This is an optimization exercise on Yosys and OpenROAD, whose aim is a short achievable clock period and few clock cycles, not a production implementation.
Where RTL was checked, it was by simulation tests only, not by an equivalence proof against the original.
No activity file was given, so power comes from the tool's default toggle rates.

==> run D <==
## armreduced
module armreduced(
  input clk,
  input reset,
  output [31:0] pc,
  input [31:0] inst,
  input nIRQ,
  output [3:0] be,
  output [31:0] memaddr,
  output memwrite,
  output memread,
  output [31:0] writedata,
  input [31:0] readdata);
  reg [11:2] pcf;               
  reg [32*15-1:0] rf;           
  reg zf, cf;
  reg [31:2] p_t, p_n, a_t, a_n;
  reg        p_s, a_s;
  reg        d_valid, d_pt, d_exact, d_setf, stall_r;
  reg [31:0] ir;
  reg [31:2] d_off2;            
  reg [11:2] d_lo;              
  reg        e_valid, e_ld, e_st, e_wreg, e_setf, e_setc, e_sub, e_usec;
  reg [1:0]  e_lop;
  reg [3:0]  e_cond, e_rd;
  reg [31:0] e_a, e_b, e_s;
  reg        e_fa, e_fb, e_fs;
  reg        m_wen, m_ld, m_st;
  reg [3:0]  m_rd;
  reg [31:0] m_res, m_sd;
  integer k, j;
  assign be = 4'b1111;
  assign memaddr = m_res;
  assign memwrite = m_st;
  assign memread = m_ld;
  assign writedata = m_sd;
  assign pc = {20'd0, pcf, 2'b00};
  wire [31:0] wdata = m_ld ? readdata : m_res;
  wire e_cok = (e_cond[3:1] == 3'b111) | (e_cond[0] ^ zf);
  wire e_exec = e_valid & e_cok;
  wire [31:0] ea = e_fa ? m_res : e_a;
  wire [31:0] eb = e_fb ? (m_res ^ {32{e_sub}}) : e_b;
  wire [31:0] es = e_fs ? wdata : e_s;
  wire [31:0] alu_res;
  ...
Settings: LEC_CHECK=0, CAP_MARGIN=20, CORE_MARGIN=2, CORE_UTILIZATION=40, SLEW_MARGIN=20; clock period 12.0 ns.
standard.sh (not shown) runs the stock make flow with config.mk's settings and CLKGATE_MAP_FILE= SYNTH_SCRIPT=/design/flow/synth_recipe.tcl, a recipe that flattens the netlist after the stock synthesis.
==> flow/flow/run.sh <==
#!/bin/bash
# Standard ORFS layout, with timing repair asked to leave extra setup margin
# so that it optimises the paths beyond what the 12 ns clock requires.
set -euo pipefail
bash standard.sh SETUP_SLACK_MARGIN=8 finish > standard.log 2>&1
==> run H (differences from run D) <==
--- a/flow/design.v
+++ b/flow/design.v
@@ -91,11 +91,11 @@
   reg [11:2] pcf;               
   reg [32*15-1:0] rf;           
   reg zf, cf;
   reg [31:2] p_t, p_n, a_t, a_n;
   reg        p_s, a_s;
-  reg        d_valid, d_pt, d_exact, d_setf, stall_r;
+  reg        d_valid, d_pt, d_setf;
   reg [31:0] ir;
   reg [31:2] d_off2;            
   reg [11:2] d_lo;              
   reg        e_valid, e_ld, e_st, e_wreg, e_setf, e_setc, e_sub, e_usec;
   reg [1:0]  e_lop;
@@ -103,11 +103,10 @@
   reg [31:0] e_a, e_b, e_s;
   reg        e_fa, e_fb, e_fs;
   reg        m_wen, m_ld, m_st;
   reg [3:0]  m_rd;
   reg [31:0] m_res, m_sd;
-  integer k, j;
   assign be = 4'b1111;
   assign memaddr = m_res;
   assign memwrite = m_st;
   assign memread = m_ld;
   assign writedata = m_sd;
@@ -121,10 +120,11 @@
   wire [31:0] alu_res;
   wire        alu_c, alu_z;
   alu ex (.a(ea), .b2(eb), .sub(e_sub), .usec(e_usec), .cflag(cf), .lop(e_lop),
     .result(alu_res), .cout(alu_c), .zero(alu_z));
   wire e_wz = e_exec & e_setf;
+  wire znext = e_wz ? alu_z : zf;    
   wire f_br, f_ld, f_st, f_urn, f_urm, f_urd, f_wreg, f_setf, f_setc, f_sub, f_usec, f_zeroa, f_useimm;
   wire [1:0] f_lop;
   wire [3:0] f_wrd;
   wire [31:0] f_imm;
   decode dec (.inst(ir), .isbr(f_br), .isld(f_ld), .isst(f_st), .use_rn(f_urn), .use_rm(f_urm),
@@ -132,11 +132,10 @@
     .usec(f_usec), .lop(f_lop), .zeroa(f_zeroa), .useimm(f_useimm), .imm(f_imm));
   wire [3:0] rn = ir[19:16];
   wire [3:0] rm = ir[3:0];
   wire [3:0] rd = ir[15:12];
   wire [4:0] sh = ir[11:7];
-  wire nosh = (sh == 5'd0);
   wire [31:2] off = {{6{ir[23]}}, ir[23:0]};
   wire [31:2] d_pc8 = p_s ? p_t : p_n;
   wire [31:2] d_pc4 = p_s ? (p_t - 30'd1) : (p_n - 30'd1);
   wire [31:2] d_tgt = p_s ? (p_t + off) : (p_n + off);           
   wire [31:2] d_tgt8 = p_s ? (p_t + d_off2) : (p_n + d_off2);    
@@ -150,57 +149,44 @@
   wire [31:0] vm = (rm == 4'd15) ? {d_pc8, 2'b00} : (m_alu && m_rd == rm) ? m_res : rf[rm*32 +: 32];
   wire [31:0] vd = (rd == 4'd15) ? {d_pc8, 2'b00} : (m_alu && m_rd == rd) ? m_res : rf[rd*32 +: 32];
   wire d_zek = (ir[31:29] == 3'b111) & (ir[27:25] == 3'b001) &
                ((ir[24:20] == 5'b00101) | (ir[24:21] == 4'd10)) &
                ~(e_valid & e_wreg & (e_rd == rn)) & ~(m_ld & m_wen & (m_rd == rn));
-  reg  [15:0] req;
-  always @(*) begin
-    for (j = 0; j < 15; j = j + 1)
-      req[j] = (rf[j*32 +: 8] == ir[7:0]) & (ir[7] ? (&rf[j*32+8 +: 24]) : ~(|rf[j*32+8 +: 24]));
-    req[15] = 1'b0;
-  end
-  wire meq = (m_res[7:0] == ir[7:0]) & (ir[7] ? (&m_res[31:8]) : ~(|m_res[31:8]));
-  wire d_ze = (m_alu && m_rd == rn) ? meq : req[rn];
-  wire stall = d_valid & stall_r;
+  wire d_ze = (vn == f_imm);
+  wire [11:2]   pcf4 = pcf + 10'd1;
+  wire          i_zk = ~(d_valid & d_setf) & ~(e_valid & e_setf);
+  wire          i_z = (d_valid & d_setf) ? (d_zek & d_ze) : (i_zk & zf);
+  wire          i_taken = inst[27] & ((inst[31:29] == 3'b111) | (inst[28] ^ i_z));
+  wire [11:1]   i_tgt1 = {pcf4, 1'b1} + {inst[9:0], 1'b1};
+  wire [11:2]   i_tgt = i_tgt1[11:2];
+  wire e_w = e_valid & e_wreg;
+  wire e_wx = e_exec & e_wreg;   
+  wire hit_n = e_w & (e_rd == rn);
+  wire hit_m = e_w & (e_rd == rm);
+  wire nosh = (sh == 5'd0);
+  wire stall = d_valid & ((f_urn & hit_n & e_ld) | (f_urm & hit_m & (e_ld | ~nosh)) |
+                          (f_urm & ~f_useimm & ld_m & ~nosh));
   wire d_al = (ir[31:29] == 3'b111);
-  wire taken_z = f_br & (d_al | (ir[28] ^ zf));
-  wire d_taken = d_exact ? d_pt : taken_z;
-  wire d_redirect = d_valid & ~d_exact & ~stall_r & (taken_z != d_pt);
-  wire [11:2] pcf4 = pcf + 10'd1;
-  wire i_al = (inst[31:29] == 3'b111);
-  wire i_zk = ~(d_valid & d_setf) & ~(e_valid & e_setf);
-  wire i_zx = (d_valid & d_setf) ? d_zek : i_zk;      
-  wire i_z = (d_valid & d_setf) ? (d_zek & d_ze) : (i_zk & zf);
-  wire i_taken = inst[27] & (i_al | (inst[28] ^ i_z));
-  wire i_exact = ~inst[27] | i_al | i_zx;
-  wire [11:1] i_tgt1 = {pcf4, 1'b1} + {inst[9:0], 1'b1};
-  wire [11:2] i_tgt = i_tgt1[11:2];
-  wire i_dp = ~inst[27] & ~inst[26];
-  wire i_mem = ~inst[27] & inst[26];
-  wire i_urn = i_mem | (i_dp & (inst[24:21] != 4'd13));
-  wire i_urm = (i_dp & ~inst[25]) | (i_mem & inst[25]);
-  wire i_nosh = (inst[11:7] == 5'd0);
-  wire [3:0] i_rn = inst[19:16];
-  wire [3:0] i_rm = inst[3:0];
-  wire to_e = d_valid & ~stall & (~f_br | f_wreg);
-  wire s_a = (to_e & f_wreg & ((f_ld & ((i_urn & (i_rn == f_wrd)) | (i_urm & (i_rm == f_wrd)))) |
-                               (i_urm & ~i_nosh & (i_rm == f_wrd)))) |
-             (e_exec & e_ld & e_wreg & i_urm & ~i_nosh & (i_rm == e_rd)) |
-             (~i_exact & to_e & d_setf);
-  wire s_b = e_exec & e_ld & e_wreg & f_urm & ~nosh & (rm == e_rd);
+  wire taken1 = f_br & (d_al | ~ir[28]);
+  wire taken0 = f_br & (d_al | ir[28]);
+  wire red1 = d_valid & (taken1 != d_pt);
+  wire red0 = d_valid & (taken0 != d_pt);
+  wire d_taken = znext ? taken1 : taken0;
+  wire d_redirect = znext ? red1 : red0;
   wire [11:2] pcf_seq = stall ? pcf : i_taken ? i_tgt : pcf4;
+  wire [11:2] pcf_z1 = red1 ? (taken1 ? d_tgt[11:2] : d_lo4) : pcf_seq;
+  wire [11:2] pcf_z0 = red0 ? (taken0 ? d_tgt[11:2] : d_lo4) : pcf_seq;
+  integer k;
   always @(posedge clk) begin
     if (reset) begin
       pcf <= 10'd0;
-      a_t <= 30'd0;
       a_n <= 30'd2;
       a_s <= 1'b0;
       rf <= {(32*15){1'b0}};
       zf <= 1'b0;
       cf <= 1'b0;
       d_valid <= 1'b0;
-      stall_r <= 1'b0;
       e_valid <= 1'b0;
       m_wen <= 1'b0;
       m_ld <= 1'b0;
       m_st <= 1'b0;
     end else begin
@@ -210,31 +196,29 @@
       if (e_wz) zf <= alu_z;
       if (e_exec & e_setc) cf <= alu_c;
       m_wen <= e_exec & e_wreg;
       m_ld <= e_exec & e_ld;
       m_st <= e_exec & e_st;
-      e_valid <= to_e;
+      e_valid <= d_valid & ~stall & (~f_br | f_wreg);
       if (d_redirect) d_valid <= 1'b0;
       else if (!stall) d_valid <= 1'b1;
-      stall_r <= stall ? s_b : s_a;
-      pcf <= d_redirect ? (taken_z ? d_tgt[11:2] : d_lo4) : pcf_seq;
-      if (d_valid) begin
-        a_t <= d_tgt8;
-        a_n <= d_nxt8;
-        a_s <= d_taken;
-      end
+      pcf <= znext ? pcf_z1 : pcf_z0;
     end
     if (!stall) begin
       ir <= inst;
       d_off2 <= {{6{inst[23]}}, inst[23:0]} + 30'd2;
       d_pt <= i_taken;
-      d_exact <= i_exact;
       d_setf <= ~inst[27] & ~inst[26] & (inst[20] | (inst[24:21] == 4'd10));
       p_t <= d_valid ? d_tgt8 : a_t;
       p_n <= d_valid ? d_nxt8 : a_n;
       p_s <= d_valid ? d_taken : a_s;
       d_lo <= pcf;
+    end
+    if (d_valid) begin
+      a_t <= d_tgt8;
+      a_n <= d_nxt8;
+      a_s <= d_taken;
     end
     m_rd <= e_rd;
     m_res <= alu_res;
     m_sd <= es;
     e_ld <= f_ld;
@@ -248,10 +232,10 @@
     e_cond <= ir[31:28];
     e_rd <= f_wrd;
     e_a <= f_br ? {d_pc4, 2'b00} : f_zeroa ? 32'd0 : ld_n ? readdata : vn;
     e_b <= (f_useimm ? f_imm : ld_m ? readdata : (vm << sh)) ^ {32{f_sub}};
     e_s <= ld_d ? readdata : vd;
-    e_fa <= e_exec & e_wreg & (e_rd == rn) & ~f_br & ~f_zeroa;
-    e_fb <= e_exec & e_wreg & (e_rd == rm) & ~f_useimm;
-    e_fs <= e_exec & e_wreg & (e_rd == rd);
+    e_fa <= e_wx & (e_rd == rn) & ~f_br & ~f_zeroa;
+    e_fb <= e_wx & (e_rd == rm) & ~f_useimm;
+    e_fs <= e_wx & (e_rd == rd);
   end
 endmodule
==> run Z (differences from run D) <==
--- a/flow/design.v
+++ b/flow/design.v
@@ -99,27 +99,28 @@
   reg [11:2] d_lo;              
   reg        e_valid, e_ld, e_st, e_wreg, e_setf, e_setc, e_sub, e_usec;
   reg [1:0]  e_lop;
   reg [3:0]  e_cond, e_rd;
   reg [31:0] e_a, e_b, e_s;
-  reg        e_fa, e_fb, e_fs;
+  reg        e_fa, e_fb, e_fsa, e_fsl;
   reg        m_wen, m_ld, m_st;
   reg [3:0]  m_rd;
   reg [31:0] m_res, m_sd;
+  reg [31:0] m_addr;            
   integer k, j;
   assign be = 4'b1111;
-  assign memaddr = m_res;
+  assign memaddr = m_addr;
   assign memwrite = m_st;
   assign memread = m_ld;
   assign writedata = m_sd;
   assign pc = {20'd0, pcf, 2'b00};
   wire [31:0] wdata = m_ld ? readdata : m_res;
   wire e_cok = (e_cond[3:1] == 3'b111) | (e_cond[0] ^ zf);
   wire e_exec = e_valid & e_cok;
   wire [31:0] ea = e_fa ? m_res : e_a;
   wire [31:0] eb = e_fb ? (m_res ^ {32{e_sub}}) : e_b;
-  wire [31:0] es = e_fs ? wdata : e_s;
+  wire [31:0] es = e_fsl ? readdata : e_fsa ? m_res : e_s;
   wire [31:0] alu_res;
   wire        alu_c, alu_z;
   alu ex (.a(ea), .b2(eb), .sub(e_sub), .usec(e_usec), .cflag(cf), .lop(e_lop),
     .result(alu_res), .cout(alu_c), .zero(alu_z));
   wire e_wz = e_exec & e_setf;
@@ -185,11 +186,12 @@
   wire s_a = (to_e & f_wreg & ((f_ld & ((i_urn & (i_rn == f_wrd)) | (i_urm & (i_rm == f_wrd)))) |
                                (i_urm & ~i_nosh & (i_rm == f_wrd)))) |
              (e_exec & e_ld & e_wreg & i_urm & ~i_nosh & (i_rm == e_rd)) |
              (~i_exact & to_e & d_setf);
   wire s_b = e_exec & e_ld & e_wreg & f_urm & ~nosh & (rm == e_rd);
-  wire [11:2] pcf_seq = stall ? pcf : i_taken ? i_tgt : pcf4;
+  wire        sel_it = ~d_redirect & ~stall & i_taken;
+  wire [11:2] pcf_oth = d_redirect ? (taken_z ? d_tgt[11:2] : d_lo4) : stall ? pcf : pcf4;
   always @(posedge clk) begin
     if (reset) begin
       pcf <= 10'd0;
       a_t <= 30'd0;
       a_n <= 30'd2;
@@ -214,11 +216,11 @@
       m_st <= e_exec & e_st;
       e_valid <= to_e;
       if (d_redirect) d_valid <= 1'b0;
       else if (!stall) d_valid <= 1'b1;
       stall_r <= stall ? s_b : s_a;
-      pcf <= d_redirect ? (taken_z ? d_tgt[11:2] : d_lo4) : pcf_seq;
+      pcf <= sel_it ? i_tgt : pcf_oth;
       if (d_valid) begin
         a_t <= d_tgt8;
         a_n <= d_nxt8;
         a_s <= d_taken;
       end
@@ -234,24 +236,26 @@
       p_s <= d_valid ? d_taken : a_s;
       d_lo <= pcf;
     end
     m_rd <= e_rd;
     m_res <= alu_res;
-    m_sd <= es;
+    if (e_exec & (e_ld | e_st)) m_addr <= alu_res;
+    if (e_exec & e_st) m_sd <= es;
     e_ld <= f_ld;
     e_st <= f_st;
     e_wreg <= f_wreg;
     e_setf <= f_setf;
     e_setc <= f_setc;
     e_sub <= f_sub;
     e_usec <= f_usec;
     e_lop <= f_lop;
     e_cond <= ir[31:28];
     e_rd <= f_wrd;
-    e_a <= f_br ? {d_pc4, 2'b00} : f_zeroa ? 32'd0 : ld_n ? readdata : vn;
-    e_b <= (f_useimm ? f_imm : ld_m ? readdata : (vm << sh)) ^ {32{f_sub}};
+    e_a <= (ld_n & ~f_br & ~f_zeroa) ? readdata : f_br ? {d_pc4, 2'b00} : f_zeroa ? 32'd0 : vn;
+    e_b <= (ld_m & ~f_useimm) ? (readdata ^ {32{f_sub}}) : ((f_useimm ? f_imm : (vm << sh)) ^ {32{f_sub}});
     e_s <= ld_d ? readdata : vd;
     e_fa <= e_exec & e_wreg & (e_rd == rn) & ~f_br & ~f_zeroa;
     e_fb <= e_exec & e_wreg & (e_rd == rm) & ~f_useimm;
-    e_fs <= e_exec & e_wreg & (e_rd == rd);
+    e_fsa <= e_exec & e_wreg & (e_rd == rd) & ~e_ld;
+    e_fsl <= e_exec & e_wreg & (e_rd == rd) & e_ld;
   end
 endmodule
==> run summary <==
Final cell count: run H < run D < run Z.
The highest register-to-register slack belongs to run D, the lowest to run H.
The lowest combinational power belongs to run Z, the highest to run H.
Against run Z, the cell area of run D is smaller by about 2.2%.
Against run H, the clock power of run Z is higher by about 3%.
The lowest sequential power belongs to run D, the highest to run Z.
In run D the core utilization is higher than in run Z, by 0.32 points.
Die area: run H < run D < run Z.
Testbench counts of run D, summed over its fixed seeds: cycles 35,345.
Testbench counts of run Z, summed over its fixed seeds: cycles 35,345.
For run H, only the layout was checked, not whether the RTL still works.

separate check: timing with driven ports:
How much do the figures lean on ideal ports? The routed layouts below were timed once more, with nothing changed but the port constraints. Step 1 sets driving cells, clkbuf_16 on the clock port and buf_2 on the other inputs (assumed; they add their load-dependent delay and slew). Step 2 adds t to the input delays and takes it off the output delays; t is the mean of the earliest and latest rising clock arrival at the registers after step 1. Input paths then give back, and output paths get back, about the clock's delay inside the block. Slacks: ideal / step 1 / step 2; pairs: ideal / step 1.
| run | t, ns | setup slack, ns | worst setup path at the end | cell pins on the clock port's net |
|---|---|---|---|---|
| run D | 0.826 | 7.900 / 7.947 / 7.130 | input to register | 1 |
| run H | 0.815 | 7.433 / 7.433 / 6.918 | input to register | 1 |
| run Z | 0.831 | 7.942 / 7.942 / 7.262 | input to register | 1 |
After both steps setup and hold are still met in every run listed. For run D, which loses most, drivers alone change the setup slack by +0.047 ns; drivers and shift together by -0.770 ns.
